From an optimization exercise on the open Yosys and OpenROAD flow, aimed at small area and a short achievable clock period; shortcuts taken in it are not production practice.
The RTL was checked by simulation tests, not by an equivalence proof against the original design.
Power figures rest on the tool's default switching activity, not on a simulated workload.

==> inputs of run a <==
Design systolic_top, start of the top module:
module systolic_top (
    input  logic         i_clk,
    input  logic         i_nrst,
    input  logic         i_reg_clear,
    input  logic         i_pe_en,
    input  logic         i_psum_out_en,
    input  logic [1:0]   i_mode,
    input  logic [63:0]  i_ifmap,    
    input  logic [7:0]   i_weight,
    output logic [127:0] o_ofmap     
);
export LEC_CHECK = 0
export ABC_CLOCK_PERIOD_IN_PS = 4000
export CAP_MARGIN = 20
export CORE_MARGIN = 2
export CORE_UTILIZATION = 40
export SLEW_MARGIN = 20
create_clock -name core_clock -period 10.0 [get_ports {i_clk}]
run.sh (not shown) runs the stock make flow with config.mk's settings and CLKGATE_MAP_FILE= SYNTH_SCRIPT=/design/flow/synth_recipe.tcl, a recipe that flattens the netlist after the stock synthesis.
==> run b (differences from run a) <==
Settings changed: ABC_CLOCK_PERIOD_IN_PS 4000 to not set, CTS_BUF_LIST set to sky130_fd_sc_hd__clkbuf_8, CTS_CLUSTER_DIAMETER set to 60, CTS_CLUSTER_SIZE set to 16, SETUP_SLACK_MARGIN set to 5.
==> run c (differences from run a) <==
Settings changed: ABC_CLOCK_PERIOD_IN_PS 4000 to not set, SETUP_SLACK_MARGIN set to 5, SYNTH_HIERARCHICAL set to 1, SYNTH_MINIMUM_KEEP_SIZE set to 0.
==> comparison table <==
Outcome: run c complete, no violations; run b complete, no violations; run a complete, no violations
Clock Skews: run c 18.4 ps; run b 46.2 ps; run a 26.4 ps
Total clock network power: run c 2120 uW; run b 1530 uW; run a 2140 uW
First-pass iteration count of the detailed router: run c 5; run b 5; run a 6
Wire length of the first global-routing pass: run c 176,000 um; run b 175,000 um; run a 175,000 um
Starting Density: run c 40.4%; run b 40.1%; run a 40.1%
Power Sequential: run c 2500 uW; run b 2430 uW; run a 2440 uW
Largest voltage drop on the vdd net: run c 134 uV; run b 104 uV; run a 112 uV
Total power per unit cell area: run c 174 nW/um2; run b 152 nW/um2; run a 166 nW/um2
Worst hold path endpoint: run c systolic_array_inst.y_axis[1].pe_inst.out_q[4]$_DFFE_PN0P_; run b systolic_array_inst.y_axis[4].pe_inst.out_q[6]$_DFFE_PN0P_; run a systolic_array_inst.y_axis[1].pe_inst.out_q[7]$_DFFE_PN0P_
Global-route track usage on met2: run c 37.1%; run b 35.5%; run a 35.7%
Slowest CP cell: run c sky130_fd_sc_hd__dfrtp_1; run b sky130_fd_sc_hd__dfxtp_1; run a sky130_fd_sc_hd__fa_1
Sum of met3 wire segment lengths after detailed routing: run c 5180 um; run b 6520 um; run a 6460 um

---

==> exp/zinc: inputs <==
Starting RTL as in the previous note.
// systolic_top
module systolic_top (
    input  logic         i_clk,
    input  logic         i_nrst,
    input  logic         i_reg_clear,
    input  logic         i_pe_en,
    input  logic         i_psum_out_en,
    input  logic [1:0]   i_mode,
    input  logic [63:0]  i_ifmap,    
    input  logic [7:0]   i_weight,
    output logic [127:0] o_ofmap     
);
==> flow/config.mk <==
export PLATFORM = sky130hd
export DESIGN_NAME = systolic_top
export DESIGN_NICKNAME = systolic_top
export VERILOG_FILES = /design/flow/design.v
export SDC_FILE = /design/flow/constraint.sdc
export NUM_CORES = 4
export LEC_CHECK = 0
export CAP_MARGIN = 20
export CORE_MARGIN = 2
export CORE_UTILIZATION = 40
export CTS_BUF_LIST = sky130_fd_sc_hd__clkbuf_8
export CTS_CLUSTER_DIAMETER = 60
export CTS_CLUSTER_SIZE = 16
export SLEW_MARGIN = 20
==> flow/constraint.sdc <==
create_clock -name core_clock -period 10.0 [get_ports {i_clk}]
set_input_delay 2.0000 -clock core_clock [delete_from_list [all_inputs] [get_ports {i_clk}]]
set_output_delay 2.0000 -clock core_clock [all_outputs]
set_load 0.01 [all_outputs]
standard.sh (not shown) runs the stock make flow with config.mk's settings and CLKGATE_MAP_FILE= SYNTH_SCRIPT=/design/flow/synth_recipe.tcl, a recipe that flattens the netlist after the stock synthesis.
==> flow/flow/run.sh <==
#!/bin/bash
# Standard layout, with one netlist step between synthesis and floorplan:
# fixpol.py removes polarity inverters around full-adder cells (a full adder
# inverted on all three inputs gives both outputs inverted), choosing which
# adders to take in inverted polarity so that the fewest inverters remain.
# Registers and all other cells are left as the standard synthesis made them.
set -euo pipefail
# repair setup timing towards a slack of 7 ns (the standard flow's setting stops at 5)
export SETUP_SLACK_MARGIN=7
# every port still gets its own buffer, as the smallest buffer cell (the resizer upsizes as needed)
export BUFFER_PORTS_ARGS="-buffer_cell sky130_fd_sc_hd__buf_1"
R=orfs/results/${FLOW_PLATFORM}/systolic_top/base
bash standard.sh synth > synth.log 2>&1
cp $R/1_2_yosys.v 1_2_yosys.orig.v
python3 flow/fixpol.py 1_2_yosys.orig.v $R/1_2_yosys.v > fixpol.log 2>&1
rm -f $R/1_synth.odb $R/1_synth.sdc
bash standard.sh finish > layout.log 2>&1
Other scripts of this flow, unchanged in this note and not shown: flow/flow/fixpol.py
==> exp/indigo (differences from exp/zinc) <==
--- a/flow/flow/run.sh
+++ b/flow/flow/run.sh
@@ -6,8 +6,4 @@
 # Registers and all other cells are left as the standard synthesis made them.
 set -euo pipefail
-# repair setup timing towards a slack of 7 ns (the standard flow's setting stops at 5)
-export SETUP_SLACK_MARGIN=7
-# every port still gets its own buffer, as the smallest buffer cell (the resizer upsizes as needed)
-export BUFFER_PORTS_ARGS="-buffer_cell sky130_fd_sc_hd__buf_1"
 R=orfs/results/${FLOW_PLATFORM}/systolic_top/base
 bash standard.sh synth > synth.log 2>&1
Settings changed: SETUP_SLACK_MARGIN from default to 5.
==> impl_results.md <==
- Crit path required time: 10.60 ns
- Reg-to-reg endpoint: systolic_array_inst.y_axis[5].pe_inst.out_q[12]
- CP Cell Sequence: buf_12 -> mux2_4 -> fa_2 -> fa_1 -> fa_2 -> fa_1 -> ha_4 -> nand3_4 -> a41oi_2 -> a31oi_4 -> buf_4 -> buf_6 -> xnor2_4 -> o21ai_1
- Area grow syn2layout: 36.3%
- Final period utilization: 44.7%
- Non-clock buffer share: 13.8%
- Layout Utilization: 55.1%
- P_comb: 3800 uW
- Register share of the cell area: 21.3%
- Status: no timing/DRC/antenna violations
- Met3 wire length: 8430 um
- Most common cell after layout, fill and taps aside: buf_4
- Multi-input gate share of total cell area: 58.0%
- Post-CTS Resized: 832
- Placed insts: 4853
# the run above: exp/zinc

==> impl_results.md <==
- Status: no timing/DRC/antenna violations
- Non-clock buffer share: 5.68%
- Area grow syn2layout: 11.1%
- Reg-to-reg endpoint: systolic_array_inst.y_axis[2].pe_inst.out_q[14]
- CP Cell Sequence: nand2_1 -> mux2_2 -> fa_1 -> fa_1 -> fa_1 -> fa_1 -> ha_1 -> or3_1 -> nor3_1 -> o21ai_0 -> a21boi_1 -> xor2_1 -> o21ai_0
- Multi-input gate share of total cell area: 60.6%
- Met3 wire length: 5950 um
- Layout Utilization: 44.9%
- Register share of the cell area: 25.6%
- Most common cell after layout, fill and taps aside: fa_1
- Crit path required time: 10.58 ns
- Post-CTS Resized: 2
- P_comb: 2480 uW
# the run above: exp/indigo

-- re-timing with driven ports --
Ports are ideal in the flow. The routed layouts listed here were re-timed in OpenROAD. Step 1 (the two cells are an assumption about what drives the block):
set clk [get_ports {i_clk}]
set_driving_cell -lib_cell sky130_fd_sc_hd__clkbuf_16 $clk
set_driving_cell -lib_cell sky130_fd_sc_hd__buf_2 [delete_from_list [all_inputs] $clk]
Step 2, shift: input delay + t, output delay - t, t = (earliest + latest rising clock arrival at the registers) / 2. This alone moves slack from input paths to output paths. Slacks: ideal / step 1 / step 2; pairs: ideal / step 1.
| run | t, ns | setup slack, ns | worst setup path after step 2 |
|---|---|---|---|
| run a | 0.705 | 4.942 / 4.942 / 4.942 | register to register |
| run b | 0.784 | 5.200 / 5.200 / 5.200 | register to register |
| run c | 0.710 | 5.143 / 5.143 / 5.143 | register to register |
| exp/zinc | 0.785 | 5.535 / 5.535 / 5.535 | register to register |
| exp/indigo | 0.768 | 5.216 / 5.216 / 5.216 | register to register |
After both steps every run listed still meets setup and hold.
